What follows belongs to an exercise in optimizing a design on an open flow for small area; a production flow would make more cautious choices.
RTL that was checked went through simulation tests only; none was proved equivalent to the original.
Only the layout flow was run in run 7; the RTL was not checked for function there.
Power is estimated from default activity; no workload was simulated.

$ cat flow/design.v
`timescale 1ns / 1ps
module top(
    input clk,
    input reset,
    input start,
    input [7:0] a,
    input [7:0] b,
    output [6:0] seg,
    output [7:0] an
);
reg [14:0] cnt;
reg [2:0] js;       
wire wrap = &cnt;
wire c31 = &cnt[4:0];
wire [4:0] s = cnt[4:0];
always @(posedge clk or posedge reset)
    if (reset) cnt <= 15'd0;
    else cnt <= cnt + 15'd1;
always @(posedge clk or posedge reset)
    if (reset) js <= 3'd0;
    else if (wrap) js <= {js[1:0], ~js[2]};
wire pos0 = ~js[2] & ~js[0];
wire pos1 = ~js[1] &  js[0];
wire pos2 = ~js[2] &  js[1];
wire pos3 =  js[2] &  js[0];
wire pos4 =  js[1] & ~js[0];
wire pos5 =  js[2] & ~js[1];
assign an = {2'b11, ~pos5, ~pos4, ~pos3, ~pos2, ~pos1, ~pos0};
reg p, v;
always @(posedge clk or posedge reset)
    if (reset) begin
        p <= 1'b0;
        v <= 1'b0;
    end else begin
        p <= start | (p & ~(v & c31));
        v <= ~start & (v | (p & c31));
    end
wire run  = p & v & ~start;
wire mult = run & ~s[4] & ~s[3];
wire conv = run & s[4] & ~(s[3] & s[2] & s[1] & s[0]);
wire [3:0] i = s[3:0];
reg [7:0] ap;       
reg [6:0] hp;       
reg [7:0] bp;       
reg sgn;            
reg seen;           
wire sb = sgn ^ ap[7];
wire bb = bp[0] ^ (sb & seen);
wire [6:0] aoc = (ap[6:0] ^ {7{ap[7]}}) & {7{bb}};
wire [7:0] sum = {1'b0, hp} + {1'b0, aoc} + {7'd0, bb & ap[7]};
wire [17:0] r = {ap[2:0], hp, bp};
wire e1  = |i;                         
wire e5  = i[3] | (i[2] & i[1]);       
wire e9  = i[3] & (i[2] | i[1] | i[0]);
wire e13 = i[3] & i[2] & (i[1] | i[0]);
function [3:0] add3(input [3:0] d, input en);
    reg c;
    begin
        c = en & (d[3] | (d[2] & (d[1] | d[0])));
        add3[3] = d[3] | c;
        add3[2] = c ? (d[3] & d[0]) : d[2];
        add3[1] = c ? ((d[1] & d[0]) | (d[3] & ~d[0])) : d[1];
        add3[0] = d[0] ^ c;
    end
endfunction
wire [3:0] o_c  = add3({r[0], r[17:15]}, e1);
wire [3:0] t_c  = add3(r[4:1], e5);
wire [3:0] h_c  = add3(r[8:5], e9);
wire [3:0] th_c = add3(r[12:9], e13);
wire [17:0] rc = {o_c[2:0] & {3{e1}}, r[14:13], th_c, h_c, t_c, o_c[3]};
wire [17:0] rn = {rc[16:0], rc[17]};
always @(posedge clk) begin
    if (start) begin
        ap <= a;
        bp <= b;
        hp <= 7'd0;
        sgn <= a[7] ^ b[7];
        seen <= 1'b0;
    end else if (mult) begin
        hp <= sum[7:1];
        bp <= {sum[0], bp[7:1]};
        seen <= seen | bp[0];
    end else if (conv) begin
        {ap[2:0], hp, bp} <= rn;
        seen <= (seen & e1) | r[14];
    end
end
wire [3:0] dig = ({4{pos1 & v}} & {3'd0, r[13]})
               | ({4{pos2 & v}} & r[12:9])
               | ({4{pos3 & v}} & r[8:5])
               | ({4{pos4 & v}} & r[4:1])
               | ({4{pos5 & v}} & {r[0], r[17:15]});
wire w = dig[3], x = dig[2], y = dig[1], z = dig[0];
wire [6:0] dec;
assign dec[0] = (~w & ~x & ~y & z) | (x & ~y & ~z);
assign dec[1] = x & (y ^ z);
assign dec[2] = ~x & y & ~z;
assign dec[3] = (~w & ~x & ~y & z) | (x & ~y & ~z) | (x & y & z);
assign dec[4] = z | (x & ~y);
assign dec[5] = (~w & ~x & z) | (~x & y) | (y & z);
assign dec[6] = (~w & ~x & ~y) | (x & y & z);
wire minus = v & sgn & seen;
assign seg = pos0 ? {~minus, 6'b111111} : dec;
endmodule
$ cat flow/flow/run.sh
#!/bin/bash
# Layout flow: the standard ORFS flow (standard.sh's make command) with
#  - synthesis by flow/synth.tcl: synth_recipe.tcl with ABC run on flow/area.abc
#    and no adder pre-mapping (ADDER_MAP_FILE empty), registers unchanged;
#  - buf_1 cells as the port buffers;
#  - CTS without dummy loads.
# Every tool's output goes to the ORFS logs under orfs/logs; make's own
# output goes to make.log here.
set -euo pipefail
W=$(pwd)
export MY_ABC_SCRIPT=$W/flow/area.abc
export ADDER_MAP_FILE=
export BUFFER_PORTS_ARGS="-buffer_cell sky130_fd_sc_hd__buf_1"
export CTS_ARGS="${MY_CTS_ARGS:--sink_clustering_enable -repair_clock_nets -dont_use_dummy_load}"
sed "s#SYNTH_SCRIPT=[^ ]*#SYNTH_SCRIPT=$W/flow/synth.tcl#" standard.sh > my_standard.sh
grep -q "SYNTH_SCRIPT=$W/flow/synth.tcl" my_standard.sh
bash my_standard.sh > make.log 2>&1
test -s out/final.def
$ cat flow/flow/area.abc
strash
&get -n
&fraig -x
&put
scorr
dc2
strash
&get -n
&dch -f
&nf -R 1000
&put
$ cat flow/flow/synth.tcl
# synth_recipe.tcl with ABC's script replaced by $MY_ABC_SCRIPT
proc synth {args} { yosys synth -nofsm -noshare {*}$args }
proc abc {args} {
  set i [lsearch -exact $args -script]
  if { $i >= 0 && [info exists ::env(MY_ABC_SCRIPT)] } {
    lset args [expr {$i + 1}] $::env(MY_ABC_SCRIPT)
  }
  yosys abc {*}$args
}
source $::env(SCRIPTS_DIR)/synth.tcl
# left out here: clear keep_hierarchy, flatten, clean up, hide names made inside functions, write 1_2_yosys.v
$ cat flow/standard.sh
#!/bin/bash
# synth_recipe.tcl (not shown) runs the flow's synth.tcl, then flattens the netlist and writes it again
# the make line also repeats each setting of config.mk as NAME=value (left out here)
make -C /OpenROAD-flow-scripts/flow DESIGN_CONFIG=/design/flow/config.mk WORK_HOME=/design/flow/orfs CLKGATE_MAP_FILE= SYNTH_SCRIPT=/design/flow/synth_recipe.tcl "${@:-finish}"
$ cat flow/config.mk
export PLATFORM = sky130hd
export DESIGN_NAME = top
export DESIGN_NICKNAME = top
export VERILOG_FILES = /design/flow/design.v
export SDC_FILE = /design/flow/constraint.sdc
export NUM_CORES = 4
export LEC_CHECK = 0
export CAP_MARGIN = 20
export CORE_MARGIN = 2
export CORE_UTILIZATION = 40
export SLEW_MARGIN = 20
$ cat flow/constraint.sdc
create_clock -name core_clock -period 30.0 [get_ports {clk}]
set_input_delay 6.0000 -clock core_clock [delete_from_list [all_inputs] [get_ports {clk}]]
set_output_delay 6.0000 -clock core_clock [all_outputs]
set_load 0.01 [all_outputs]
==> results of run 1 <==
==> cell usage after synthesis (4+ instances only) <==
| cell | number | area (µm²) |
|---|---|---|
| sky130_fd_sc_hd__nand2b_1 | 7 | 43.8 |
| sky130_fd_sc_hd__nor3_1 | 6 | 30.0 |
| sky130_fd_sc_hd__o31ai_1 | 5 | 37.5 |
| sky130_fd_sc_hd__xnor2_1 | 11 | 96.3 |
| sky130_fd_sc_hd__a31oi_1 | 4 | 25.0 |
| sky130_fd_sc_hd__a21oi_1 | 16 | 80.1 |
| sky130_fd_sc_hd__dfrtp_1 | 20 | 500 |
| sky130_fd_sc_hd__xor2_1 | 20 | 175 |
| sky130_fd_sc_hd__nand3_1 | 8 | 40.0 |
| sky130_fd_sc_hd__o21ai_0 | 18 | 90.1 |
| sky130_fd_sc_hd__a21o_1 | 4 | 30.0 |
| sky130_fd_sc_hd__dfxtp_1 | 8 | 160 |
| sky130_fd_sc_hd__nor2_1 | 25 | 93.8 |
| sky130_fd_sc_hd__a222oi_1 | 4 | 40.0 |
| sky130_fd_sc_hd__nand2_1 | 41 | 154 |
| sky130_fd_sc_hd__clkinv_1 | 8 | 30.0 |
| sky130_fd_sc_hd__edfxtp_1 | 17 | 510 |
| sky130_fd_sc_hd__and3_1 | 5 | 31.3 |
==> layer usage <==
| metal | global-route usage [%] | wire length [µm] |
|---|---|---|
| met3 | 4.25 | 267 |
| met2 | 25.7 | 2560 |
| met1 | 23.2 | 2810 |
| met4 | 5.57 | 61 |
| met5 | 0 | 0 |
==> stage by stage <==
step	util [%]	std cells
CTS	45.3	389
global route	45.3	389
global placement	44.2	384
finish	45.3	389
floorplan	-	276
detailed placement	44.2	384
==> worst max-delay path, cell delays in order, from the launching register on <==
cell	delay, ps
sky130_fd_sc_hd__dfrtp_1	440
sky130_fd_sc_hd__nand2_1	110
sky130_fd_sc_hd__nor2_1	80
sky130_fd_sc_hd__a222oi_1	320
sky130_fd_sc_hd__a21boi_0	500
sky130_fd_sc_hd__and3_1	250
sky130_fd_sc_hd__clkinv_1	70
sky130_fd_sc_hd__o21ai_0	210
sky130_fd_sc_hd__o21a_1	160
sky130_fd_sc_hd__or2_0	100
sky130_fd_sc_hd__buf_1	150
==> registers in the layout, summed over array words and instances (netlist names) <==
| signal | cells |
|---|---|
| v | 1 |
| cnt | 15 |
| ap | 8 |
| sgn | 1 |
| p | 1 |
| bp | 8 |
| hp | 7 |
| js | 3 |
| seen | 1 |
==> cells by family after synthesis <==
kind of cell	count (synthesis)	share of synthesized area (%)
simple gates	105	18.9
compound gates	76	19.8
flops	45	45.9
xor+xnor	31	10.6
buf+inv	10	1.76
mux	5	2.11
fa+ha+maj	2	0.784
other cells	1	0.147
==> power breakdown <==
group / internal (mW) / switching, mW / total, mW
clock: 0.0150 / 0.0188 / 0.0339
sequential: 0.0659 / 0.00248 / 0.0684
combinational: 0.00374 / 0.00541 / 0.00915
==> worst max-delay path by stage <==
stage	start	end
finish	js[0]$_DFFE_PP0P_	seg[3]
global route	js[0]$_DFFE_PP0P_	seg[3]
CTS	js[0]$_DFFE_PP0P_	seg[3]
detailed placement	js[0]$_DFFE_PP0P_	seg[3]
global placement	js[0]$_DFFE_PP0P_	seg[3]
floorplan	js[0]$_DFFE_PP0P_	seg[3]
==> cell type report <==
type                       instances  share of cell area (%)
inverter                           8                    1.06
tap                               77                    3.39
clock buffer                       5                    2.42
sequential                        45                    41.2
timing repair buffer              33                    4.62
multi-input combinational        221                    47.3
==> metrics.md, run 1 <==
| Metric | Value |
|---|---|
| Tightest Pin Transition | `889 ps` |
| Post-layout worst setup margin | `21290 ps` |
| Max-capacitance violation count | `0` |
| Synthesized area | `0.00255 mm²` |
| Buffer count from post-CTS setup fixing | `0` |
| DRT Wirelength | `5700 µm` |
| Level count of the clock H-tree | `2` |
| Hold crit path type | `flop to flop` |
| Remaining DRCs | `0` |
| Yosys reg bits | `45` |
| Antenna-violating nets left | `0` |
| Number of slew-limit violations in the final report | `0` |
| Total congestion overflow after global routing | `0` |
| Min-Delay Startpoint | `cnt[12]$_DFF_PP0_` |
| Count of warnings emitted by yosys | `1` |
| Number of nets at the end of the flow | `333` |
| Instance count of the mapped netlist | `275` |
| Timing-limited maximum frequency | `115 MHz` |
| Most frequent standard cell in the layout excluding fill and tap cells | `sky130_fd_sc_hd__nand2_1` |
| Async set-or-reset flop fraction in the synthesized netlist | `44.4%` |
| Cell at the root of the clock tree | `sky130_fd_sc_hd__clkbuf_8` |
| Chip width | `83.9 µm` |
| Diode insertion count for antenna repair | `0` |
| Routed wire length per instance | `14.6 µm` |
| Launch instance of the worst register-to-register path | `ap[7]$_DFFE_PP_` |
| Area inside the core boundary | `0.00628 mm²` |
| Worst path required time | `24000 ps` |
| Fin Setup TNS | `0 ps` |
| Kind of end point of the critical path | `output pin` |
| Proportion of layout cells with a drive suffix above 1 | `2.56%` |
| Number of distinct library cells after synthesis | `45` |
| First-pass iteration count of the detailed router | `4` |
| Cts hold-fix bufs | `0` |
| Post-place instance area | `0.00277 mm²` |
| Number of resized instances in the post-cts repair step | `0` |
| Vias in the first global route | `1933` |
| Capture point of the worst reg-to-reg path | `hp[6]$_SDFFE_PP0P_` |
| EDFF count, synth | `17` |
| Multi-input gate area | `0.00135 mm²` |
| Final-report hold violation count | `0` |
| Cell row count | `29` |
| Die height | `83.9 µm` |
| Port Buffers | `31` |
| Total track usage | `16.8%` |
| Total via count in the routed design | `2106` |
| Number of endpoints failing setup at the final stage | `0` |
| Design Area, Final | `0.00284 mm²` |
| Worst endpoint data arrival time | `2710 ps` |
| Setup Slack @ Placement | `21660 ps` |
| Maximum number of pins on one net before global-route repair | `35` |
| Wire length of the first global-routing pass | `9380 µm` |
| Share of the clock period used by the worst path after layout | `29.0%` |
| Clock skew after layout | `20.3 ps` |
| Vias per std cell | `5.41` |
| Worst VDD drop | `0.0000193 V` |
| Crit Path Max Fanout | `7` |
| Worst hold slack after final layout | `478 ps` |
| R2R depth | `17` |
| Nature of the critical path startpoint | `flop` |
| Area of the die | `0.00704 mm²` |
| Antenna violations before repair | `0` |
| CTS Buf Count | `5` |
| Number of top-level design ports | `34` |
| Prevailing post-synth register cell | `sky130_fd_sc_hd__dfrtp_1` |
| End point of the most critical hold path | `cnt[12]$_DFF_PP0_` |
| Share of synthesized area occupied by flip-flops and latches | `45.9%` |
| Area added between synthesis and finish | `11.4%` |
| Area taken by flip-flops and latches | `0.00117 mm²` |
| CTS sink count | `45` |
| Pwr Density | `39.2 mW/mm²` |
| Overall power of the completed layout | `111 µW` |
| Later-pin clock latency in the skew report | `300 ps` |
| Worst setup slack for register-to-register paths | `25630 ps` |
| CTS tree | `built` |
| Number of buffers on the longest clock path | `2` |
| Worst relative slew slack | `40.6%` |
| Critical path class | `flop to output pin` |
| Commonest non-fill, non-tap cells in the layout | `sky130_fd_sc_hd__nand2_1, sky130_fd_sc_hd__buf_1, sky130_fd_sc_hd__nor2_1` |
| HPWL after DPL | `4240 µm` |
| Count of routing violations after the opening detailed-route iteration | `171` |
| Layout fillers | `637` |
| Hold Crit Depth | `1` |
| Initial standard-cell utilization of the core | `40.7%` |
| Syn avg cell area | `9.28 µm²` |
| Clock slew seen by the registers of the worst setup and hold paths | `90 ps` |
| Final estimated routing congestion in global placement | `0.850` |
| LEAKAGE | `1.12 nW` |
| Post-route minimum period | `8710 ps` |
| Setup repair after global routing missed its margin | `false` |
| Result of the run | `finished clean` |
==> run 2, diff against run 1 <==
--- a/flow/flow/run.sh
+++ b/flow/flow/run.sh
@@ -12,5 +12,5 @@
 export ADDER_MAP_FILE=
 export BUFFER_PORTS_ARGS="-buffer_cell sky130_fd_sc_hd__buf_1"
-export CTS_ARGS="${MY_CTS_ARGS:--sink_clustering_enable -repair_clock_nets -dont_use_dummy_load}"
+export CTS_ARGS="-sink_clustering_enable -sink_clustering_size 50 -sink_clustering_max_diameter 400 -buf_list sky130_fd_sc_hd__clkbuf_8 -repair_clock_nets -dont_use_dummy_load"
 sed "s#SYNTH_SCRIPT=[^ ]*#SYNTH_SCRIPT=$W/flow/synth.tcl#" standard.sh > my_standard.sh
 grep -q "SYNTH_SCRIPT=$W/flow/synth.tcl" my_standard.sh
--- a/flow/config.mk
+++ b/flow/config.mk
@@ -8,4 +8,4 @@
 export CAP_MARGIN = 20
 export CORE_MARGIN = 2
-export CORE_UTILIZATION = 40
+export CORE_UTILIZATION = 70
 export SLEW_MARGIN = 20
==> metrics.md, run 2 <==
| Metric | Value |
|---|---|
| Syn avg cell area | `9.28 µm²` |
| Synthesized area | `0.00255 mm²` |
| Area added between synthesis and finish | `9.66%` |
| Buffer count from post-CTS setup fixing | `0` |
| Maximum number of pins on one net before global-route repair | `35` |
| Worst setup slack for register-to-register paths | `25630 ps` |
| Async set-or-reset flop fraction in the synthesized netlist | `44.4%` |
| Overall power of the completed layout | `111 µW` |
| Number of slew-limit violations in the final report | `0` |
| Post-placement cell count | `353` |
| CTS tree | `built` |
| Final cell count without fillers | `358` |
| Total congestion overflow after global routing | `0` |
| Tightest Pin Transition | `896 ps` |
| Number of endpoints failing setup at the final stage | `0` |
| Most numerous cell types in the synthesized netlist | `sky130_fd_sc_hd__nand2_1, sky130_fd_sc_hd__nor2_1, sky130_fd_sc_hd__dfrtp_1, sky130_fd_sc_hd__xor2_1, sky130_fd_sc_hd__o21ai_0` |
| Total track usage | `30.1%` |
| Worst hold slack after final layout | `475 ps` |
| LEAKAGE | `1.12 nW` |
| Hold crit path type | `flop to flop` |
| Design Area, Final | `0.00280 mm²` |
| Proportion of layout cells with a drive suffix above 1 | `2.24%` |
| Largest delay share family, worst path | `compound AO/OA/AOI/OAI gates` |
| Top cell type's share of synthesized area | `20.0%` |
| Worst endpoint data arrival time | `2670 ps` |
| Number of buffers on the longest clock path | `2` |
| Share of synthesized area occupied by flip-flops and latches | `45.9%` |
| Worst path required time | `24000 ps` |
| Instance count of the mapped netlist | `275` |
| Final estimated routing congestion in global placement | `0.923` |
| Final-report hold violation count | `0` |
| Routed wire length per instance | `15.3 µm` |
| Kind of end point of the critical path | `output pin` |
| Initial standard-cell utilization of the core | `74.7%` |
| Number of resized instances in the post-cts repair step | `0` |
| Area of the die | `0.00415 mm²` |
| Cts hold-fix bufs | `0` |
| Prevailing post-synth register cell | `sky130_fd_sc_hd__dfrtp_1` |
| HPWL after DPL | `4000 µm` |
| End point of the most critical hold path | `cnt[12]$_DFF_PP0_` |
| Level count of the clock H-tree | `2` |
| Max-capacitance violation count | `0` |
| Post-route minimum period | `8670 ps` |
| Cell at the slowest stage of the critical path | `sky130_fd_sc_hd__a21boi_0` |
| EDFF count, synth | `17` |
| Vias per std cell | `6.12` |
| Setup Slack @ Placement | `21710 ps` |
| Die height | `64.4 µm` |
| Cell row count | `21` |
| Number of nets at the end of the flow | `333` |
| Core utilization of the finished layout | `81.9%` |
| Yosys reg bits | `45` |
| Launch instance of the worst register-to-register path | `ap[7]$_DFFE_PP_` |
| CTS Buf Count | `5` |
| Antenna-violating nets left | `0` |
| Cell at the root of the clock tree | `sky130_fd_sc_hd__clkbuf_8` |
| Hold Crit Depth | `1` |
| Post-layout worst setup margin | `21330 ps` |
| DRT Wirelength | `5490 µm` |
| Largest registers | `cnt: 15 flops, ap: 8 flops, bp: 8 flops` |
| Pwr Density | `39.8 mW/mm²` |
| Crit Path Max Fanout | `7` |
| CP peak stage delay | `450 ps` |
| Vias in the first global route | `2037` |
| Port Buffers | `31` |
| Remaining DRCs | `0` |
| Critical path class | `flop to output pin` |
| Fin Setup TNS | `0 ps` |
| Flip-flop count of the largest register after layout | `15` |
| Number of top-level design ports | `34` |
| Nature of the critical path startpoint | `flop` |
| List of cells traversed by the critical path | `nand2_1 > nor2_1 > a222oi_1 > a21boi_0 > and3_1 > clkinv_1 > o21ai_0 > o21a_1 > or2_0 > buf_1` |
| Register name with the most flops | `cnt` |
| First-pass iteration count of the detailed router | `5` |
| Post-synth top area cell | `sky130_fd_sc_hd__edfxtp_1` |
| Commonest non-fill, non-tap cells in the layout | `sky130_fd_sc_hd__nand2_1, sky130_fd_sc_hd__buf_1, sky130_fd_sc_hd__nor2_1` |
| Later-pin clock latency in the skew report | `300 ps` |
| Worst relative slew slack | `40.1%` |
| Clock slew seen by the registers of the worst setup and hold paths | `80 ps` |
| Number of buffers and inverters on the critical path | `2` |
| Total via count in the routed design | `2191` |
| R2R depth | `17` |
| Share of the clock period used by the worst path after layout | `28.9%` |
| Setup repair after global routing missed its margin | `false` |
| Number of distinct library cells after synthesis | `45` |
| Chip width | `64.4 µm` |
| Clock skew after layout | `13.8 ps` |
| Area inside the core boundary | `0.00342 mm²` |
| Antenna violations before repair | `0` |
| Most frequent cell after synthesis | `sky130_fd_sc_hd__nand2_1` |
| Timing-limited maximum frequency | `115 MHz` |
| Cell types occupying the most area after synthesis | `sky130_fd_sc_hd__edfxtp_1, sky130_fd_sc_hd__dfrtp_1, sky130_fd_sc_hd__xor2_1` |
| Min-Delay Startpoint | `cnt[12]$_DFF_PP0_` |
| Count of routing violations after the opening detailed-route iteration | `264` |
| Count of warnings emitted by yosys | `1` |
| Diode insertion count for antenna repair | `0` |
| Result of the run | `finished clean` |
| CTS sink count | `45` |
| Worst VDD drop | `0.0000412 V` |
| Wire length of the first global-routing pass | `9570 µm` |
| Capture point of the worst reg-to-reg path | `hp[6]$_SDFFE_PP0P_` |
| Most frequent standard cell in the layout excluding fill and tap cells | `sky130_fd_sc_hd__nand2_1` |
| Post-place instance area | `0.00273 mm²` |
run 2: final cells by class:
cell class | instances | area (µm²)
Inverter | 8 | 30.0
Sequential cell | 45 | 1170
Fill cell | 227 | 617
Timing Repair Buffer | 33 | 131
Multi-Input combinational cell | 221 | 1340
Clock buffer | 5 | 68.8
Tap cell | 46 | 57.6
run 2: worst reg2reg max path, stage by stage, from the launching register on:
cell	delay (ps)
sky130_fd_sc_hd__edfxtp_1	630
sky130_fd_sc_hd__o21ai_0	160
sky130_fd_sc_hd__a21oi_1	160
sky130_fd_sc_hd__xor2_1	730
sky130_fd_sc_hd__nand2_1	170
sky130_fd_sc_hd__xor2_1	220
sky130_fd_sc_hd__nor2_1	80
sky130_fd_sc_hd__a31oi_1	160
sky130_fd_sc_hd__or2_0	220
sky130_fd_sc_hd__a21o_1	190
sky130_fd_sc_hd__a21oi_1	90
sky130_fd_sc_hd__a31o_1	220
sky130_fd_sc_hd__maj3_1	400
sky130_fd_sc_hd__maj3_1	410
sky130_fd_sc_hd__nor2b_1	120
sky130_fd_sc_hd__nor3_1	50
sky130_fd_sc_hd__a21oi_1	140
sky130_fd_sc_hd__a211oi_1	100
run 2: worst max path at each step:
| stage | slack, ps | end | depth (start not counted) | start |
|---|---|---|---|---|
| 4_1_cts | 21360 | seg[3] | 10 | js[0]$_DFFE_PP0P_ |
| 5_1_grt | 21040 | seg[3] | 10 | js[0]$_DFFE_PP0P_ |
| 3_5_place_dp | 21710 | seg[3] | 10 | js[0]$_DFFE_PP0P_ |
| 2_1_floorplan | 21870 | seg[3] | 9 | js[0]$_DFFE_PP0P_ |
| 3_3_place_gp | 21830 | seg[3] | 10 | js[0]$_DFFE_PP0P_ |
| 6_report | 21330 | seg[3] | 10 | js[0]$_DFFE_PP0P_ |
run 2: kinds of logic after synthesis:
family	synth area share, %
AO/OA/AOI/OAI	19.8
flip-flops	45.9
other	0.147
adder cells (fa/ha/maj)	0.784
multiplexers	2.11
XOR/XNOR	10.6
buffers and inverters	1.76
AND/OR/NAND/NOR	18.9
run 2: power breakdown:
group	internal, mW	total [mW]	switching (mW)
logic	0.00374	0.00898	0.00524
registers	0.0659	0.0684	0.00247
clock network	0.0150	0.0340	0.0190
total	0.0847	0.111	0.0267
run 2: metal layers:
layer / share of wire (%) / GRT usage (%) / up-vias
li1: - / - / 1072
met1: 44 / 42.8 / 1002
met2: 45 / 46.4 / 102
met3: 9.0 / 6.69 / 15
met4: 2.4 / 9.57 / 0
met5: 0 / 0 / -
==> run 3, diff against run 2 <==
--- a/flow/design.v
+++ b/flow/design.v
@@ -14,8 +14,8 @@
 wire c31 = &cnt[4:0];
 wire [4:0] s = cnt[4:0];
-always @(posedge clk or posedge reset)
+always @(posedge clk)
     if (reset) cnt <= 15'd0;
     else cnt <= cnt + 15'd1;
-always @(posedge clk or posedge reset)
+always @(posedge clk)
     if (reset) js <= 3'd0;
     else if (wrap) js <= {js[1:0], ~js[2]};
@@ -28,5 +28,5 @@
 assign an = {2'b11, ~pos5, ~pos4, ~pos3, ~pos2, ~pos1, ~pos0};
 reg p, v;
-always @(posedge clk or posedge reset)
+always @(posedge clk)
     if (reset) begin
         p <= 1'b0;
==> metrics.md, run 3 <==
| Metric | Value |
|---|---|
| HPWL after DPL | `4100 µm` |
| Count of warnings emitted by yosys | `1` |
| Setup repair after global routing missed its margin | `false` |
| Later-pin clock latency in the skew report | `290 ps` |
| Level count of the clock H-tree | `2` |
| Timing-limited maximum frequency | `116 MHz` |
| DRT Wirelength | `5730 µm` |
| Number of resized instances in the post-cts repair step | `0` |
| Area inside the core boundary | `0.00336 mm²` |
| Antenna violations before repair | `0` |
| Nature of the critical path startpoint | `flop` |
| Setup Slack @ Placement | `21690 ps` |
| Internal power | `86.1 µW` |
| Fin Setup TNS | `0 ps` |
| Hold crit path type | `flop to flop` |
| Final-report hold violation count | `0` |
| Max-capacitance violation count | `0` |
| Number of distinct library cells after synthesis | `43` |
| Die height | `63.6 µm` |
| CTS sink count | `45` |
| Worst setup startpoint | `js[1]$_SDFFE_PP0P_` |
| EDFF count, synth | `17` |
| Share of synthesized area occupied by flip-flops and latches | `43.1%` |
| Wire length of the first global-routing pass | `9290 µm` |
| Total track usage | `29.5%` |
| Number of nets at the end of the flow | `348` |
| Vias in the first global route | `2019` |
| Cts hold-fix bufs | `0` |
| Crit Path Max Fanout | `7` |
| Final cell count without fillers | `373` |
| Critical path class | `flop to output pin` |
| Port Buffers | `31` |
| Share of the clock period used by the worst path after layout | `28.7%` |
| Number of buffers on the longest clock path | `2` |
| Number of slew-limit violations in the final report | `0` |
| Vias per std cell | `6.18` |
| Syn avg cell area | `8.60 µm²` |
| Routed wire length per instance | `15.4 µm` |
| Largest registers | `cnt: 15 flops, ap: 8 flops, bp: 8 flops` |
| Proportion of layout cells with a drive suffix above 1 | `2.45%` |
| Layout fillers | `248` |
| Post-placement cell count | `368` |
| Most frequent standard cell in the layout excluding fill and tap cells | `sky130_fd_sc_hd__nand2_1` |
| Clock group share of total power | `29.0%` |
| Tightest Pin Transition | `853 ps` |
| Kind of end point of the critical path | `output pin` |
| CTS Buf Count | `5` |
| LEAKAGE | `0.974 nW` |
| Antenna-violating nets left | `0` |
| Top cell type's share of synthesized area | `22.6%` |
| Worst path required time | `24000 ps` |
| Most frequent cell after synthesis | `sky130_fd_sc_hd__nand2_1` |
| Final estimated routing congestion in global placement | `0.885` |
| Commonest non-fill, non-tap cells in the layout | `sky130_fd_sc_hd__nand2_1, sky130_fd_sc_hd__buf_1, sky130_fd_sc_hd__nor2_1` |
| Post-layout worst setup margin | `21390 ps` |
| Worst hold slack after final layout | `489 ps` |
| Area taken by flip-flops and latches | `0.00107 mm²` |
| Area added between synthesis and finish | `10.2%` |
| Yosys reg bits | `45` |
| Count of routing violations after the opening detailed-route iteration | `237` |
| Register name with the most flops | `cnt` |
| Clock slew seen by the registers of the worst setup and hold paths | `80 ps` |
| Total congestion overflow after global routing | `0` |
| Async set-or-reset flop fraction in the synthesized netlist | `0%` |
| Switching share of power | `24.8%` |
| Power dissipated by switching net loads | `28.4 µW` |
| Multi-input gate area | `0.00138 mm²` |
| Total via count in the routed design | `2306` |
| Clock skew after layout | `20.1 ps` |
| Min-Delay Startpoint | `cnt[11]$_SDFF_PP0_` |
| Number of endpoints failing setup at the final stage | `0` |
| Synthesized area | `0.00248 mm²` |
| Maximum number of pins on one net before global-route repair | `37` |
| Cell at the root of the clock tree | `sky130_fd_sc_hd__clkbuf_8` |
| Flip-flop count of the largest register after layout | `15` |
| Result of the run | `finished clean` |
| Worst VDD drop | `0.0000451 V` |
| Chip width | `63.6 µm` |
| Instance count of the mapped netlist | `289` |
| Core utilization of the finished layout | `81.4%` |
| Diode insertion count for antenna repair | `0` |
| Pwr Density | `41.8 mW/mm²` |
| Combinational share of power | `10.6%` |
| First-pass iteration count of the detailed router | `5` |
| Initial standard-cell utilization of the core | `73.9%` |
| Most numerous cell types in the synthesized netlist | `sky130_fd_sc_hd__nand2_1, sky130_fd_sc_hd__nor2_1, sky130_fd_sc_hd__dfxtp_1` |
| Post-route minimum period | `8610 ps` |
| Cell types occupying the most area after synthesis | `sky130_fd_sc_hd__dfxtp_1, sky130_fd_sc_hd__edfxtp_1, sky130_fd_sc_hd__nand2_1` |
| Seq pwr share | `60.4%` |
| Buffer count from post-CTS setup fixing | `0` |
| Cell row count | `21` |
| CTS tree | `built` |
| Post-synth top area cell | `sky130_fd_sc_hd__dfxtp_1` |
| Area of the die | `0.00404 mm²` |
| Worst endpoint data arrival time | `2610 ps` |
| Launch instance of the worst register-to-register path | `ap[7]$_DFFE_PP_` |
| Remaining DRCs | `0` |
| Number of top-level design ports | `34` |
| Prevailing post-synth register cell | `sky130_fd_sc_hd__dfxtp_1` |
| Worst relative slew slack | `43.1%` |
run 3: worst paths after layout:
kind,end,slack (ps),depth (start not counted)
max reg2reg,hp[5]$_SDFFE_PP0P_,26140,17
min reg2reg,cnt[11]$_SDFF_PP0_,490,2
min,cnt[11]$_SDFF_PP0_,490,2
max,seg[3],21390,9
run 3: final cells by class:
class / count / share of cell area (%)
sequential: 45 / 39.1
tap: 46 / 2.10
clock buffer: 5 / 2.51
inverter: 6 / 0.822
multi-input combinational: 237 / 50.4
timing repair buffer: 34 / 5.07
run 3: logic make-up after synthesis:
family	count (synthesis)	share of synthesized area, %
XOR/XNOR	20	7.05
multiplexers	4	1.61
flip-flops	45	43.1
other	1	0.151
AND/OR/NAND/NOR	116	21.8
buffers and inverters	8	1.51
adder cells (fa/ha/maj)	2	0.806
AO/OA/AOI/OAI	93	24.0
run 3: worst max-delay path: stages, from the launching register on:
cell and delay [ps]:
sky130_fd_sc_hd__dfxtp_1 410, sky130_fd_sc_hd__nand2b_1 160, sky130_fd_sc_hd__nor2_1 80, sky130_fd_sc_hd__a222oi_1 330
sky130_fd_sc_hd__a21boi_0 490, sky130_fd_sc_hd__nand3_1 170, sky130_fd_sc_hd__o21ai_0 260, sky130_fd_sc_hd__o21a_1 160
sky130_fd_sc_hd__or2_0 110, sky130_fd_sc_hd__buf_1 150
run 3: layer usage:
layer / up-vias / GRT usage, % / share of wire (%)
li1: 1139 / - / -
met1: 1061 / 38.8 / 43
met2: 91 / 47.5 / 47
met3: 15 / 6.07 / 6.5
met4: 0 / 12.2 / 2.7
met5: - / 0 / 0
run 3: power by group through the flow:
| stage | Sequential (mW) | Combinational [mW] | Clock [mW] |
|---|---|---|---|
| 2_1_floorplan | 0.0695 | 0.00833 | 0 |
| 3_3_place_gp | 0.0703 | 0.0115 | 0 |
| 3_5_place_dp | 0.0704 | 0.0120 | 0 |
| 4_1_cts | 0.0691 | 0.0120 | 0.0329 |
| 5_1_grt | 0.0694 | 0.0136 | 0.0360 |
| 6_report | 0.0692 | 0.0121 | 0.0332 |
run 3: through the flow:
step | instance area [µm²] | total power, mW
floorplan | 2490 | 0.0778
global placement | 2670 | 0.0818
detailed placement | 2670 | 0.0824
CTS | 2740 | 0.114
global route | 2740 | 0.119
finish | 2740 | 0.115
==> run 4, diff against run 3 <==
==> flow/flow/area.abc (replaced) <==
strash
&get -n
&fraig -x
&put
scorr
&get -n
&deepsyn -T 20 -S 2
&put
strash
&get -n
&dch -f
&nf -R 1000
&put
--- a/flow/config.mk
+++ b/flow/config.mk
@@ -6,6 +6,6 @@
 export NUM_CORES = 4
 export LEC_CHECK = 0
-export CAP_MARGIN = 20
+export CAP_MARGIN = 0
 export CORE_MARGIN = 2
 export CORE_UTILIZATION = 70
-export SLEW_MARGIN = 20
+export SLEW_MARGIN = 0
==> metrics.md, run 4 <==
| Metric | Value |
|---|---|
| Result of the run | `finished clean` |
| Count of routing violations after the opening detailed-route iteration | `337` |
| Clock skew after layout | `19.7 ps` |
| Tightest Pin Transition | `836 ps` |
| Port Buffers | `31` |
| Buffer count from post-CTS setup fixing | `0` |
| Later-pin clock latency in the skew report | `300 ps` |
| HPWL after DPL | `4040 µm` |
| CTS sink count | `45` |
| Maximum number of pins on one net before global-route repair | `29` |
| Mux contribution to synthesized area | `0%` |
| Clock group share of total power | `29.1%` |
| Kind of end point of the critical path | `output pin` |
| Post-route minimum period | `8320 ps` |
| Critical path class | `flop to output pin` |
| Combinational share of power | `11.1%` |
| Register name with the most flops | `cnt` |
| Final estimated routing congestion in global placement | `0.922` |
| List of cells traversed by the critical path | `nor2b_1 > a222oi_1 > nand4_1 > or2_0 > a41o_1 > buf_1` |
| Core utilization of the finished layout | `80.0%` |
| Number of resized instances in the post-cts repair step | `0` |
| Post-placement cell count | `361` |
| Async set-or-reset flop fraction in the synthesized netlist | `0%` |
| Switching share of power | `25.3%` |
| Area share of and/or/nand/nor cells after synthesis | `20.7%` |
| Post-place instance area | `0.00258 mm²` |
| LEAKAGE | `0.915 nW` |
| Final cell count without fillers | `366` |
| Cell at the slowest stage of the critical path | `sky130_fd_sc_hd__dfxtp_1` |
| Area added between synthesis and finish | `9.91%` |
| Number of slew-limit violations in the final report | `0` |
| Internal power | `86.2 µW` |
| Top cell type's share of synthesized area | `23.2%` |
| Total via count in the routed design | `2351` |
| Max-capacitance violation count | `0` |
| Cell types occupying the most area after synthesis | `sky130_fd_sc_hd__dfxtp_1, sky130_fd_sc_hd__edfxtp_1, sky130_fd_sc_hd__a21oi_1` |
| Worst endpoint data arrival time | `2320 ps` |
| Worst VDD drop | `0.0000423 V` |
| Worst hold slack after final layout | `493 ps` |
| Most frequent standard cell in the layout excluding fill and tap cells | `sky130_fd_sc_hd__buf_1` |
| Largest registers | `cnt: 15 flops, ap: 8 flops, bp: 8 flops` |
| Pwr Density | `43.5 mW/mm²` |
| Post-synth top area cell | `sky130_fd_sc_hd__dfxtp_1` |
| Chip width | `62.7 µm` |
| Antenna-violating nets left | `0` |
| CP peak stage delay | `510 ps` |
| Worst path required time | `24000 ps` |
| Final-report hold violation count | `0` |
| Prevailing post-synth register cell | `sky130_fd_sc_hd__dfxtp_1` |
| Nature of the critical path startpoint | `flop` |
| Antenna violations before repair | `0` |
| DRT Wirelength | `5540 µm` |
| Total congestion overflow after global routing | `0` |
| Seq pwr share | `59.9%` |
| Share of synthesized area occupied by flip-flops and latches | `44.4%` |
| Number of buffers on the longest clock path | `2` |
| Worst relative slew slack | `43.8%` |
| Area of the die | `0.00393 mm²` |
| Post-Synth Adder-Cell Area | `0.830%` |
| Synthesized area | `0.00241 mm²` |
| Fin Setup TNS | `0 ps` |
| Design Area, Final | `0.00265 mm²` |
| Cell row count | `21` |
| Post-layout worst setup margin | `21680 ps` |
| Timing-limited maximum frequency | `120 MHz` |
| Setup repair after global routing missed its margin | `false` |
| First-pass iteration count of the detailed router | `5` |
| Total track usage | `30.4%` |
| Syn avg cell area | `8.49 µm²` |
| Routed wire length per instance | `15.1 µm` |
| Wire length of the first global-routing pass | `9540 µm` |
| Count of warnings emitted by yosys | `1` |
| EDFF count, synth | `17` |
| Vias per std cell | `6.42` |
| Number of nets at the end of the flow | `341` |
| Vias in the first global route | `2145` |
| Commonest non-fill, non-tap cells in the layout | `sky130_fd_sc_hd__buf_1, sky130_fd_sc_hd__nand2_1, sky130_fd_sc_hd__nor2_1` |
| Cell at the root of the clock tree | `sky130_fd_sc_hd__clkbuf_8` |
| Compound-gate portion of the synthesized area | `26.3%` |
| Dominant combinational cell family by area after synthesis | `compound AO/OA/AOI/OAI gates` |
| Most numerous cell types in the synthesized netlist | `sky130_fd_sc_hd__nand2_1, sky130_fd_sc_hd__nor2_1, sky130_fd_sc_hd__a21oi_1, sky130_fd_sc_hd__dfxtp_1, sky130_fd_sc_hd__o21ai_0` |
| Number of distinct library cells after synthesis | `41` |
| Setup Slack @ Placement | `22030 ps` |
| Power dissipated by switching net loads | `29.2 µW` |
| Flip-flop count of the largest register after layout | `15` |
| CTS tree | `built` |
| Number of top-level design ports | `34` |
| Die height | `62.7 µm` |
| Area inside the core boundary | `0.00331 mm²` |
| Level count of the clock H-tree | `2` |
| Crit Path Max Fanout | `9` |
| CTS Buf Count | `5` |
| Number of endpoints failing setup at the final stage | `0` |
| Diode insertion count for antenna repair | `0` |
| Share of the clock period used by the worst path after layout | `27.7%` |
| Hold crit path type | `flop to flop` |
| Yosys reg bits | `45` |
| Initial standard-cell utilization of the core | `72.8%` |
| Clock slew seen by the registers of the worst setup and hold paths | `80 ps` |
| Xor-xnor portion of the synthesized cell area | `4.72%` |
| Overall power of the completed layout | `115 µW` |
| Remaining DRCs | `0` |
| Proportion of layout cells with a drive suffix above 1 | `1.88%` |
| Cts hold-fix bufs | `0` |
| Instance count of the mapped netlist | `284` |
## run 4: cell families after synthesis
| group | after synthesis |
|---|---|
| AND/OR/NAND/NOR | 108 |
| buffers and inverters | 17 |
| adder cells (fa/ha/maj) | 2 |
| other | 1 |
| XOR/XNOR | 13 |
| flip-flops | 45 |
| AO/OA/AOI/OAI | 98 |
## run 4: final timing paths
check / startpoint / to / slack (ps) / cells past startpoint
worst max-delay path: js[2]$_SDFFE_PP0P_ / seg[1] / 21680 / 6
worst min-delay path: cnt[11]$_SDFF_PP0_ / cnt[11]$_SDFF_PP0_ / 490 / 2
worst max register to register: bp[0]$_DFFE_PP_ / hp[6]$_SDFFE_PP0P_ / 26280 / 15
worst min register to register: cnt[11]$_SDFF_PP0_ / cnt[11]$_SDFF_PP0_ / 490 / 2
## run 4: per-layer routing
metal  GRT usage [%]  wire (µm)  up-vias
li1                -          -     1133
met1            40.6       2300     1056
met2            49.2       2570      143
met3            6.67        538       19
met4            10.3        130        0
met5               0          0        -
## run 4: area by class of cell
cell class	count	area (µm²)
clock buffers	5	68.8
flip-flops and latches	45	1070
inverters	15	56.3
well taps	46	57.6
multi-input cells	223	1270
repair buffers	32	124
fillers	242	661
## run 4: worst max-delay path: cells and delay by family, from the launching register on
family	cells	cell delay, ps
AND/OR/NAND/NOR	3	640
flip-flops	1	510
buffers and inverters	1	120
AO/OA/AOI/OAI	2	740
## run 4: power groups by stage
stage | clock network (mW) | logic (mW) | registers, mW
after floorplan | 0 | 0.00905 | 0.0694
after global placement | 0 | 0.0122 | 0.0702
after detailed placement | 0 | 0.0125 | 0.0703
after CTS | 0.0334 | 0.0127 | 0.0689
after global routing | 0.0362 | 0.0144 | 0.0694
final | 0.0335 | 0.0128 | 0.0691
==> run 5, diff against run 4 <==
--- a/flow/flow/run.sh
+++ b/flow/flow/run.sh
@@ -12,5 +12,5 @@
 export ADDER_MAP_FILE=
 export BUFFER_PORTS_ARGS="-buffer_cell sky130_fd_sc_hd__buf_1"
-export CTS_ARGS="-sink_clustering_enable -sink_clustering_size 50 -sink_clustering_max_diameter 400 -buf_list sky130_fd_sc_hd__clkbuf_8 -repair_clock_nets -dont_use_dummy_load"
+export CTS_ARGS="-sink_clustering_enable -buf_list {sky130_fd_sc_hd__clkbuf_4 sky130_fd_sc_hd__clkbuf_8} -root_buf sky130_fd_sc_hd__clkbuf_8 -repair_clock_nets -dont_use_dummy_load"
 sed "s#SYNTH_SCRIPT=[^ ]*#SYNTH_SCRIPT=$W/flow/synth.tcl#" standard.sh > my_standard.sh
 grep -q "SYNTH_SCRIPT=$W/flow/synth.tcl" my_standard.sh
==> metrics.md, run 5 <==
| Metric | Value |
|---|---|
| Result of the run | `finished clean` |
| Largest registers | `cnt: 15 flops, ap: 8 flops, bp: 8 flops` |
| Worst setup startpoint | `js[2]$_SDFFE_PP0P_` |
| Wire length of the first global-routing pass | `9540 µm` |
| Largest delay share family, worst path | `compound AO/OA/AOI/OAI gates` |
| Flip-flop count of the largest register after layout | `15` |
| Buffer count from post-CTS setup fixing | `0` |
| Antenna-violating nets left | `0` |
| Synthesized area | `0.00241 mm²` |
| Initial standard-cell utilization of the core | `72.8%` |
| Total via count in the routed design | `2351` |
| Nature of the critical path startpoint | `flop` |
| Prevailing post-synth register cell | `sky130_fd_sc_hd__dfxtp_1` |
| Clock skew after layout | `19.7 ps` |
| Kind of end point of the critical path | `output pin` |
| Vias in the first global route | `2145` |
| Maximum number of pins on one net before global-route repair | `29` |
| Worst endpoint data arrival time | `2320 ps` |
| Clock slew seen by the registers of the worst setup and hold paths | `80 ps` |
| Area inside the core boundary | `0.00331 mm²` |
| Worst VDD drop | `0.0000423 V` |
| Worst path required time | `24000 ps` |
| Post-synth top area cell | `sky130_fd_sc_hd__dfxtp_1` |
| Final-report hold violation count | `0` |
| Max-capacitance violation count | `0` |
| Post-placement cell count | `361` |
| Later-pin clock latency in the skew report | `300 ps` |
| Most frequent standard cell in the layout excluding fill and tap cells | `sky130_fd_sc_hd__buf_1` |
| Number of endpoints failing setup at the final stage | `0` |
| DRT Wirelength | `5540 µm` |
| Number of resized instances in the post-cts repair step | `0` |
| Cell types occupying the most area after synthesis | `sky130_fd_sc_hd__dfxtp_1, sky130_fd_sc_hd__edfxtp_1, sky130_fd_sc_hd__a21oi_1` |
| Yosys reg bits | `45` |
| Routed wire length per instance | `15.1 µm` |
| CTS tree | `built` |
| Final estimated routing congestion in global placement | `0.922` |
| Area of the die | `0.00393 mm²` |
| Diode insertion count for antenna repair | `0` |
| Tightest Pin Transition | `836 ps` |
| Total track usage | `30.4%` |
| Total congestion overflow after global routing | `0` |
| List of cells traversed by the critical path | `nor2b_1 > a222oi_1 > nand4_1 > or2_0 > a41o_1 > buf_1` |
| Layout fillers | `242` |
| Cell at the root of the clock tree | `sky130_fd_sc_hd__clkbuf_8` |
| Antenna violations before repair | `0` |
| Chip width | `62.7 µm` |
| Share of synthesized area occupied by flip-flops and latches | `44.4%` |
| Cell row count | `21` |
| Most numerous cell types in the synthesized netlist | `sky130_fd_sc_hd__nand2_1, sky130_fd_sc_hd__nor2_1, sky130_fd_sc_hd__a21oi_1, sky130_fd_sc_hd__dfxtp_1, sky130_fd_sc_hd__o21ai_0` |
| Critical path class | `flop to output pin` |
| Number of buffers on the longest clock path | `2` |
| LEAKAGE | `0.915 nW` |
| Setup repair after global routing missed its margin | `false` |
| Final cell count without fillers | `366` |
| Port Buffers | `31` |
| Pwr Density | `43.5 mW/mm²` |
| CTS sink count | `45` |
| Area added between synthesis and finish | `9.91%` |
| Number of buffers and inverters on the critical path | `1` |
| Cts hold-fix bufs | `0` |
| Commonest non-fill, non-tap cells in the layout | `sky130_fd_sc_hd__buf_1, sky130_fd_sc_hd__nand2_1, sky130_fd_sc_hd__nor2_1` |
| EDFF count, synth | `17` |
| Count of warnings emitted by yosys | `1` |
| Vias per std cell | `6.42` |
| Syn avg cell area | `8.49 µm²` |
| Async set-or-reset flop fraction in the synthesized netlist | `0%` |
| Worst hold slack after final layout | `493 ps` |
| Number of slew-limit violations in the final report | `0` |
| Min-Delay Startpoint | `cnt[11]$_SDFF_PP0_` |
| Crit Path Max Fanout | `9` |
| Post-route minimum period | `8320 ps` |
| Launch instance of the worst register-to-register path | `bp[0]$_DFFE_PP_` |
| First-pass iteration count of the detailed router | `5` |
| Share of the clock period used by the worst path after layout | `27.7%` |
| Level count of the clock H-tree | `2` |
| Number of top-level design ports | `34` |
| Number of nets at the end of the flow | `341` |
| Worst relative slew slack | `43.8%` |
| CP peak stage delay | `510 ps` |
| Number of distinct library cells after synthesis | `41` |
| Fin Setup TNS | `0 ps` |
| Cell at the slowest stage of the critical path | `sky130_fd_sc_hd__dfxtp_1` |
| Timing-limited maximum frequency | `120 MHz` |
| Proportion of layout cells with a drive suffix above 1 | `1.88%` |
| HPWL after DPL | `4040 µm` |
| Remaining DRCs | `0` |
| Die height | `62.7 µm` |
| Top cell type's share of synthesized area | `23.2%` |
| Count of routing violations after the opening detailed-route iteration | `337` |
| CTS Buf Count | `5` |
| Hold crit path type | `flop to flop` |
| Register name with the most flops | `cnt` |
| Instance count of the mapped netlist | `284` |
[run 5: where the power goes]
group	switching (mW)	internal (mW)	leakage, nW
registers	0.00293	0.0661	0.393
clock network	0.0185	0.0150	0.0359
logic	0.00771	0.00506	0.486
total	0.0292	0.0862	0.915
[run 5: final timing paths]
check / cells past startpoint / to / slack (ps)
setup / recovery: 6 / seg[1] / 21680
hold reg to reg: 2 / cnt[11]$_SDFF_PP0_ / 490
hold / removal: 2 / cnt[11]$_SDFF_PP0_ / 490
setup reg to reg: 15 / hp[6]$_SDFFE_PP0P_ / 26280
[run 5: worst register-to-register path: cells and delay by family (launching register included)]
kind / cells / cell delay [ps]
and+or+nand+nor: 3 / 460
adders and majority gates: 2 / 830
AOI/OAI and AO/OA: 9 / 1660
buffers and inverters: 1 / 90
DFF: 1 / 560
[run 5: final cells by class]
type	instances	area, µm²	share of cell area, %
timing repair buffer	32	124	4.67
multi-input combinational	223	1270	48.0
tap	46	57.6	2.17
sequential	45	1070	40.4
inverter	15	56.3	2.12
clock buffer	5	68.8	2.60
[run 5: layer usage]
| metal | global-route usage [%] | share of wire [%] | up-vias |
|---|---|---|---|
| li1 | - | - | 1133 |
| met1 | 40.6 | 42 | 1056 |
| met2 | 49.2 | 46 | 143 |
| met3 | 6.67 | 9.7 | 19 |
| met4 | 10.3 | 2.3 | 0 |
| met5 | 0 | 0 | - |
[run 5: through the flow]
step	setup slack (ps)	area (µm²)	utilization [%]	power, mW
after floorplan	22380	2410	-	0.0784
after global placement	22070	2580	78.0	0.0823
after detailed placement	22030	2580	78.0	0.0828
after CTS	21690	2650	80.0	0.115
after global routing	21490	2650	80.0	0.120
final	21680	2650	80.0	0.115
[run 5: kinds of logic (layout without fill, tap and decap cells)]
logic type / Yosys count / in the layout / synth area share (%)
xor gates and xnor gates: 13 / 13 / 4.72
other: 1 / 2 / 0.156
and+or+nand+nor: 108 / 108 / 20.7
buffers and inverters: 17 / 52 / 2.96
DFF: 45 / 45 / 44.4
adders and majority gates: 2 / 2 / 0.830
AOI/OAI and AO/OA: 98 / 98 / 26.3
==> run 6, diff against run 5 <==
--- a/flow/flow/run.sh
+++ b/flow/flow/run.sh
@@ -12,5 +12,5 @@
 export ADDER_MAP_FILE=
 export BUFFER_PORTS_ARGS="-buffer_cell sky130_fd_sc_hd__buf_1"
-export CTS_ARGS="-sink_clustering_enable -buf_list {sky130_fd_sc_hd__clkbuf_4 sky130_fd_sc_hd__clkbuf_8} -root_buf sky130_fd_sc_hd__clkbuf_8 -repair_clock_nets -dont_use_dummy_load"
+export CTS_ARGS="-sink_clustering_enable -buf_list sky130_fd_sc_hd__clkbuf_4 -root_buf sky130_fd_sc_hd__clkbuf_8 -repair_clock_nets -dont_use_dummy_load"
 sed "s#SYNTH_SCRIPT=[^ ]*#SYNTH_SCRIPT=$W/flow/synth.tcl#" standard.sh > my_standard.sh
 grep -q "SYNTH_SCRIPT=$W/flow/synth.tcl" my_standard.sh
==> metrics.md, run 6 <==
| Metric | Value |
|---|---|
| Crit Path Max Fanout | `9` |
| Total track usage | `30.4%` |
| Total via count in the routed design | `2351` |
| Critical path class | `flop to output pin` |
| Prevailing post-synth register cell | `sky130_fd_sc_hd__dfxtp_1` |
| Yosys reg bits | `45` |
| Total congestion overflow after global routing | `0` |
| Kind of end point of the critical path | `output pin` |
| Antenna violations before repair | `0` |
| Result of the run | `finished clean` |
| CTS Buf Count | `5` |
| Tightest Pin Transition | `836 ps` |
| Count of routing violations after the opening detailed-route iteration | `337` |
| Synthesized area | `0.00241 mm²` |
| Seq pwr share | `59.9%` |
| HPWL after DPL | `4040 µm` |
| Flip-flop count of the largest register after layout | `15` |
| Nature of the critical path startpoint | `flop` |
| Fin Setup TNS | `0 ps` |
| Later-pin clock latency in the skew report | `300 ps` |
| Worst VDD drop | `0.0000423 V` |
| Number of top-level design ports | `34` |
| Antenna-violating nets left | `0` |
| Chip width | `62.7 µm` |
| Post-placement cell count | `361` |
| Share of the clock period used by the worst path after layout | `27.7%` |
| Worst relative slew slack | `43.8%` |
| Count of warnings emitted by yosys | `1` |
| Instance count of the mapped netlist | `284` |
| Most frequent standard cell in the layout excluding fill and tap cells | `sky130_fd_sc_hd__buf_1` |
| Clock group share of total power | `29.1%` |
| Cell types occupying the most area after synthesis | `sky130_fd_sc_hd__dfxtp_1, sky130_fd_sc_hd__edfxtp_1, sky130_fd_sc_hd__a21oi_1` |
| Syn avg cell area | `8.49 µm²` |
| Capture point of the worst reg-to-reg path | `hp[6]$_SDFFE_PP0P_` |
| R2R depth | `15` |
| Design Area, Final | `0.00265 mm²` |
| Post-route minimum period | `8320 ps` |
| Number of distinct library cells after synthesis | `41` |
| Final-report hold violation count | `0` |
| Wire length of the first global-routing pass | `9540 µm` |
| Commonest non-fill, non-tap cells in the layout | `sky130_fd_sc_hd__buf_1, sky130_fd_sc_hd__nand2_1, sky130_fd_sc_hd__nor2_1` |
| Vias per std cell | `6.42` |
| Routed wire length per instance | `15.1 µm` |
| Maximum number of pins on one net before global-route repair | `29` |
| CTS tree | `built` |
| Final estimated routing congestion in global placement | `0.922` |
| End point of the most critical hold path | `cnt[11]$_SDFF_PP0_` |
| Number of nets at the end of the flow | `341` |
| Number of endpoints failing setup at the final stage | `0` |
| Post-synth top area cell | `sky130_fd_sc_hd__dfxtp_1` |
| Internal power | `86.2 µW` |
| Layout fillers | `242` |
| Clock skew after layout | `19.7 ps` |
| Level count of the clock H-tree | `2` |
| CTS sink count | `45` |
| Number of resized instances in the post-cts repair step | `0` |
| Worst setup slack for register-to-register paths | `26280 ps` |
| Cell row count | `21` |
| Min-Delay Startpoint | `cnt[11]$_SDFF_PP0_` |
| Register name with the most flops | `cnt` |
| Power dissipated by switching net loads | `29.2 µW` |
| Port Buffers | `31` |
| Async set-or-reset flop fraction in the synthesized netlist | `0%` |
| Setup repair after global routing missed its margin | `false` |
| Max-capacitance violation count | `0` |
| Proportion of layout cells with a drive suffix above 1 | `1.88%` |
| Buffer count from post-CTS setup fixing | `0` |
| EDFF count, synth | `17` |
| First-pass iteration count of the detailed router | `5` |
| Vias in the first global route | `2145` |
| Remaining DRCs | `0` |
| Pwr Density | `43.5 mW/mm²` |
| Worst path required time | `24000 ps` |
| Launch instance of the worst register-to-register path | `bp[0]$_DFFE_PP_` |
| Hold Crit Depth | `2` |
| Cts hold-fix bufs | `0` |
| Clock slew seen by the registers of the worst setup and hold paths | `80 ps` |
| Worst endpoint data arrival time | `2320 ps` |
| Area added between synthesis and finish | `9.91%` |
| Timing-limited maximum frequency | `120 MHz` |
| Initial standard-cell utilization of the core | `72.8%` |
| Cell at the root of the clock tree | `sky130_fd_sc_hd__clkbuf_8` |
| Most numerous cell types in the synthesized netlist | `sky130_fd_sc_hd__nand2_1, sky130_fd_sc_hd__nor2_1, sky130_fd_sc_hd__a21oi_1, sky130_fd_sc_hd__dfxtp_1, sky130_fd_sc_hd__o21ai_0` |
| Area inside the core boundary | `0.00331 mm²` |
| Combinational share of power | `11.1%` |
| Die height | `62.7 µm` |
| LEAKAGE | `0.915 nW` |
| Worst hold slack after final layout | `493 ps` |
| Switching share of power | `25.3%` |
| Number of buffers on the longest clock path | `2` |
| Diode insertion count for antenna repair | `0` |
| Post-place instance area | `0.00258 mm²` |
| Final cell count without fillers | `366` |
| Share of synthesized area occupied by flip-flops and latches | `44.4%` |
| Top cell type's share of synthesized area | `23.2%` |
| Largest registers | `cnt: 15 flops, ap: 8 flops, bp: 8 flops` |
| DRT Wirelength | `5540 µm` |
| Number of slew-limit violations in the final report | `0` |
| Area of the die | `0.00393 mm²` |
| Hold crit path type | `flop to flop` |
[run 6: final cells by class]
class | instances | area [µm²] | area share [%]
repair buffers | 32 | 124 | 4.67
flip-flops and latches | 45 | 1070 | 40.4
inverters | 15 | 56.3 | 2.12
multi-input cells | 223 | 1270 | 48.0
well taps | 46 | 57.6 | 2.17
clock buffers | 5 | 68.8 | 2.60
[run 6: cells by family (layout without fill, tap and decap cells)]
| group | after synthesis | after routing | share of synthesized area [%] |
|---|---|---|---|
| XOR/XNOR | 13 | 13 | 4.72 |
| other | 1 | 2 | 0.156 |
| flip-flops | 45 | 45 | 44.4 |
| adder cells (fa/ha/maj) | 2 | 2 | 0.830 |
| AND/OR/NAND/NOR | 108 | 108 | 20.7 |
| AO/OA/AOI/OAI | 98 | 98 | 26.3 |
| buffers and inverters | 17 | 52 | 2.96 |
[run 6: critical path, cell delays in order (launching register included)]
cell	delay, ps
sky130_fd_sc_hd__dfxtp_1	510
sky130_fd_sc_hd__nor2b_1	170
sky130_fd_sc_hd__a222oi_1	480
sky130_fd_sc_hd__nand4_1	160
sky130_fd_sc_hd__or2_0	310
sky130_fd_sc_hd__a41o_1	260
sky130_fd_sc_hd__buf_1	120
[run 6: how the worst max path moves through the flow]
stage | from | end | slack [ps] | cells past startpoint
final | js[2]$_SDFFE_PP0P_ | seg[1] | 21680 | 6
after global routing | js[2]$_SDFFE_PP0P_ | seg[1] | 21490 | 6
after CTS | js[2]$_SDFFE_PP0P_ | seg[1] | 21690 | 6
after detailed placement | js[2]$_SDFFE_PP0P_ | seg[1] | 22030 | 6
after global placement | js[2]$_SDFFE_PP0P_ | seg[1] | 22070 | 6
after floorplan | js[2]$_SDFFE_PP0P_ | seg[1] | 22380 | 5
[run 6: power by group through the flow]
stage | logic [mW] | registers [mW] | clock network (mW)
after floorplan | 0.00905 | 0.0694 | 0
after global placement | 0.0122 | 0.0702 | 0
after detailed placement | 0.0125 | 0.0703 | 0
after CTS | 0.0127 | 0.0689 | 0.0334
after global routing | 0.0144 | 0.0694 | 0.0362
final | 0.0128 | 0.0691 | 0.0335
[run 6: through the flow]
step           utilization (%)  power (mW)  worst slack [ps]
2_1_floorplan                -      0.0784             22380
3_3_place_gp              78.0      0.0823             22070
3_5_place_dp              78.0      0.0828             22030
4_1_cts                   80.0       0.115             21690
5_1_grt                   80.0       0.120             21490
6_report                  80.0       0.115             21680
[run 6: routing by layer]
metal  global-route usage (%)  wire length [µm]  up-vias  share of wire (%)
li1                         -                 -     1133                  -
met1                     40.6              2300     1056                 42
met2                     49.2              2570      143                 46
met3                     6.67               538       19                9.7
met4                     10.3               130        0                2.3
met5                        0                 0        -                  0
==> run 7, diff against run 6 <==
--- a/flow/design.v
+++ b/flow/design.v
@@ -47,6 +47,6 @@
 wire sb = sgn ^ ap[7];
 wire bb = bp[0] ^ (sb & seen);
-wire [6:0] aoc = (ap[6:0] ^ {7{ap[7]}}) & {7{bb}};
-wire [7:0] sum = {1'b0, hp} + {1'b0, aoc} + {7'd0, bb & ap[7]};
+wire [7:0] lo = {1'b0, hp} + {1'b0, ap[6:0] & {7{bb}}};
+wire [7:0] sum = {lo[7] ^ (ap[7] & ~bb), lo[6:0]};
 wire [17:0] r = {ap[2:0], hp, bp};
 wire e1  = |i;                         
@@ -68,5 +68,6 @@
 wire [3:0] h_c  = add3(r[8:5], e9);
 wire [3:0] th_c = add3(r[12:9], e13);
-wire [17:0] rc = {o_c[2:0] & {3{e1}}, r[14:13], th_c, h_c, t_c, o_c[3]};
+wire x14 = r[14] ^ ap[7];
+wire [17:0] rc = {o_c[2:0] & {3{e1}}, x14, r[13], th_c, h_c, t_c, o_c[3]};
 wire [17:0] rn = {rc[16:0], rc[17]};
 always @(posedge clk) begin
@@ -74,5 +75,5 @@
         ap <= a;
         bp <= b;
-        hp <= 7'd0;
+        hp <= {7{a[7]}};
         sgn <= a[7] ^ b[7];
         seen <= 1'b0;
@@ -83,5 +84,5 @@
     end else if (conv) begin
         {ap[2:0], hp, bp} <= rn;
-        seen <= (seen & e1) | r[14];
+        seen <= (seen & e1) | x14;
     end
 end
--- a/flow/flow/run.sh
+++ b/flow/flow/run.sh
@@ -12,5 +12,5 @@
 export ADDER_MAP_FILE=
 export BUFFER_PORTS_ARGS="-buffer_cell sky130_fd_sc_hd__buf_1"
-export CTS_ARGS="-sink_clustering_enable -buf_list sky130_fd_sc_hd__clkbuf_4 -root_buf sky130_fd_sc_hd__clkbuf_8 -repair_clock_nets -dont_use_dummy_load"
+export CTS_ARGS="-sink_clustering_enable -sink_clustering_size 50 -sink_clustering_max_diameter 400 -buf_list sky130_fd_sc_hd__clkbuf_8 -repair_clock_nets -dont_use_dummy_load"
 sed "s#SYNTH_SCRIPT=[^ ]*#SYNTH_SCRIPT=$W/flow/synth.tcl#" standard.sh > my_standard.sh
 grep -q "SYNTH_SCRIPT=$W/flow/synth.tcl" my_standard.sh
==> metrics.md, run 7 <==
| Metric | Value |
|---|---|
| Total congestion overflow after global routing | `0` |
| Area inside the core boundary | `0.00331 mm²` |
| CTS sink count | `45` |
| Post-layout worst setup margin | `21380 ps` |
| Most frequent cell after synthesis | `sky130_fd_sc_hd__nor2_1` |
| Die height | `62.6 µm` |
| Commonest non-fill, non-tap cells in the layout | `sky130_fd_sc_hd__nor2_1, sky130_fd_sc_hd__buf_1, sky130_fd_sc_hd__a21oi_1` |
| CTS Buf Count | `5` |
| List of cells traversed by the critical path | `nor2b_1 > a222oi_1 > nand2_1 > o31ai_1 > clkinv_1 > a21boi_0 > or2_0 > buf_1` |
| Fin Setup TNS | `0 ps` |
| Antenna-violating nets left | `0` |
| Number of buffers and inverters on the critical path | `2` |
| Clock skew after layout | `23.4 ps` |
| Max-capacitance violation count | `0` |
| Result of the run | `finished clean` |
| Crit Path Max Fanout | `10` |
| Cell at the slowest stage of the critical path | `sky130_fd_sc_hd__dfxtp_1` |
| Number of slew-limit violations in the final report | `0` |
| Instance count of the mapped netlist | `272` |
| Largest registers | `cnt: 15 flops, ap: 8 flops, bp: 8 flops` |
| Number of endpoints failing setup at the final stage | `0` |
| Crit path depth | `8` |
| Tightest Pin Transition | `782 ps` |
| Worst relative slew slack | `47.9%` |
| Maximum number of pins on one net before global-route repair | `21` |
| Area added between synthesis and finish | `10.6%` |
| Worst VDD drop | `0.0000421 V` |
| Diode insertion count for antenna repair | `0` |
| Pwr Density | `44.9 mW/mm²` |
| Final estimated routing congestion in global placement | `0.868` |
| Layout fillers | `245` |
| Worst setup slack for register-to-register paths | `25690 ps` |
| LEAKAGE | `0.926 nW` |
| Capture point of the worst reg-to-reg path | `hp[6]$_DFFE_PP_` |
| Critical Path End | `seg[3]` |
| Register name with the most flops | `cnt` |
| HPWL after DPL | `4300 µm` |
| Proportion of layout cells with a drive suffix above 1 | `2.58%` |
| Share of the clock period used by the worst path after layout | `28.7%` |
| Worst endpoint data arrival time | `2620 ps` |
| Number of top-level design ports | `34` |
| Most frequent standard cell in the layout excluding fill and tap cells | `sky130_fd_sc_hd__nor2_1` |
| Worst path required time | `24000 ps` |
| Flip-flop count of the largest register after layout | `15` |
| Remaining DRCs | `0` |
| First-pass iteration count of the detailed router | `5` |
| Buffer count from post-CTS setup fixing | `0` |
| Setup repair after global routing missed its margin | `false` |
| Level count of the clock H-tree | `2` |
| Initial standard-cell utilization of the core | `72.6%` |
| Clock slew seen by the registers of the worst setup and hold paths | `80 ps` |
| Antenna violations before repair | `0` |
| Total track usage | `31.4%` |
| Nature of the critical path startpoint | `flop` |
| CP peak stage delay | `520 ps` |
| Kind of end point of the critical path | `output pin` |
| Yosys reg bits | `45` |
| Hold crit path type | `flop to flop` |
| Final-report hold violation count | `0` |
| Async set-or-reset flop fraction in the synthesized netlist | `0%` |
| Wire length of the first global-routing pass | `9630 µm` |
| DRT Wirelength | `5780 µm` |
| Number of resized instances in the post-cts repair step | `0` |
| Area of the die | `0.00392 mm²` |
| Vias in the first global route | `2121` |
| Critical path class | `flop to output pin` |
| Number of buffers on the longest clock path | `2` |
| Prevailing post-synth register cell | `sky130_fd_sc_hd__edfxtp_1` |
| CTS tree | `built` |
| Syn avg cell area | `8.84 µm²` |
| Timing-limited maximum frequency | `116 MHz` |
| Count of warnings emitted by yosys | `1` |
| Most numerous cell types in the synthesized netlist | `sky130_fd_sc_hd__nor2_1, sky130_fd_sc_hd__a21oi_1, sky130_fd_sc_hd__edfxtp_1` |
| R2R depth | `20` |
| Count of routing violations after the opening detailed-route iteration | `223` |
| Routed wire length per instance | `16.2 µm` |
| Cell row count | `21` |
| Largest delay share family, worst path | `compound AO/OA/AOI/OAI gates` |
| Setup Slack @ Placement | `21770 ps` |
| EDFF count, synth | `24` |
| Number of distinct library cells after synthesis | `38` |
| Worst setup startpoint | `js[2]$_SDFFE_PP0P_` |
| Number of nets at the end of the flow | `331` |
| Port Buffers | `31` |
| Share of synthesized area occupied by flip-flops and latches | `47.5%` |
| Cts hold-fix bufs | `0` |
| Later-pin clock latency in the skew report | `300 ps` |
| Final cell count without fillers | `356` |
| Cell types occupying the most area after synthesis | `sky130_fd_sc_hd__edfxtp_1, sky130_fd_sc_hd__dfxtp_1, sky130_fd_sc_hd__a21oi_1` |
| Post-route minimum period | `8620 ps` |
| Vias per std cell | `6.42` |
| Post-synth top area cell | `sky130_fd_sc_hd__edfxtp_1` |
| Chip width | `62.6 µm` |
| Top cell type's share of synthesized area | `30.0%` |
| Launch instance of the worst register-to-register path | `ap[7]$_DFFE_PP_` |
| Total via count in the routed design | `2286` |
| Post-placement cell count | `351` |
| Cell at the root of the clock tree | `sky130_fd_sc_hd__clkbuf_8` |
| Synthesized area | `0.00240 mm²` |
run 7: cell types whose count changed in the layout (fill, tap and decap cells not counted), moves of 3 or more:
cell,delta
sky130_fd_sc_hd__a211oi_1,+3
sky130_fd_sc_hd__and2_0,+3
sky130_fd_sc_hd__clkinv_1,-3
sky130_fd_sc_hd__dfxtp_1,-7
sky130_fd_sc_hd__edfxtp_1,+7
sky130_fd_sc_hd__nand2_1,-10
sky130_fd_sc_hd__nand4_1,-3
sky130_fd_sc_hd__nor2_1,+3
sky130_fd_sc_hd__nor3_1,+6
sky130_fd_sc_hd__o21ai_0,-4
run 7: logic make-up after synthesis:
kind of cell | synth area share [%]
buf+inv | 2.50
xor+xnor | 4.01
flops | 47.5
compound gates | 24.2
simple gates | 21.3
other cells | 0.156
fa+ha+maj | 0.416
run 7: area by class of cell:
| class | instances | area (µm²) | share of cell area, % |
|---|---|---|---|
| clock buffer | 5 | 68.8 | 2.59 |
| tap | 46 | 57.6 | 2.17 |
| inverter | 12 | 45.0 | 1.69 |
| timing repair buffer | 34 | 139 | 5.23 |
| sequential | 45 | 1140 | 42.9 |
| multi-input combinational | 214 | 1210 | 45.4 |
run 7: worst min path at each step:
stage                           start  slack (ps)           endpoint  depth (start not counted)
floorplan           cnt[0]$_SDFF_PP0_         430  cnt[0]$_SDFF_PP0_                          1
global placement    cnt[0]$_SDFF_PP0_         440  cnt[0]$_SDFF_PP0_                          1
detailed placement  cnt[0]$_SDFF_PP0_         470  cnt[0]$_SDFF_PP0_                          1
CTS                 cnt[0]$_SDFF_PP0_         490  cnt[0]$_SDFF_PP0_                          1
global route        cnt[0]$_SDFF_PP0_         500  cnt[0]$_SDFF_PP0_                          1
finish              cnt[0]$_SDFF_PP0_         480  cnt[0]$_SDFF_PP0_                          1
run 7: per-layer routing:
metal	vias to the layer above	wire length (µm)	part of all wire, %	track usage [%]
met2	134	2660	46	51.1
li1	1104	-	-	-
met1	1028	2380	41	40.9
met5	-	0	0	0
met3	20	606	10	7.03
met4	0	131	2.3	12.5
run 7: power breakdown:
group / switching (mW) / internal (mW) / total [mW]
Clock: 0.0175 / 0.0150 / 0.0325
Combinational: 0.00845 / 0.00566 / 0.0141
Sequential: 0.00423 / 0.0686 / 0.0728
Total: 0.0302 / 0.0892 / 0.119
run 7: worst reg2reg max path, delay by kind of cell, from the launching register on:
kind                       cells  cell delay [ps]
xor gates and xnor gates       2              730
adders and majority gates      1              340
AOI/OAI and AO/OA              6             1000
and+or+nand+nor               11             1480
DFF                            1              460
run 7: metrics by stage:
stage / cell area [µm²] / util (%) / power (mW) / hold WS (ps)
2_1_floorplan: 2410 / - / 0.0824 / 429
3_3_place_gp: 2590 / 78.2 / 0.0869 / 442
3_5_place_dp: 2590 / 78.2 / 0.0877 / 474
4_1_cts: 2660 / 80.3 / 0.119 / 486
5_1_grt: 2660 / 80.3 / 0.123 / 501
6_report: 2660 / 80.3 / 0.119 / 478

Check on run 7: ideal ports give 21.376 ns setup slack; a clkbuf_16 on the clock port and buf_2 on the inputs give 21.352 ns; moving port delays by the midpoint clock arrival (0.315 ns) as well gives 21.666 ns.
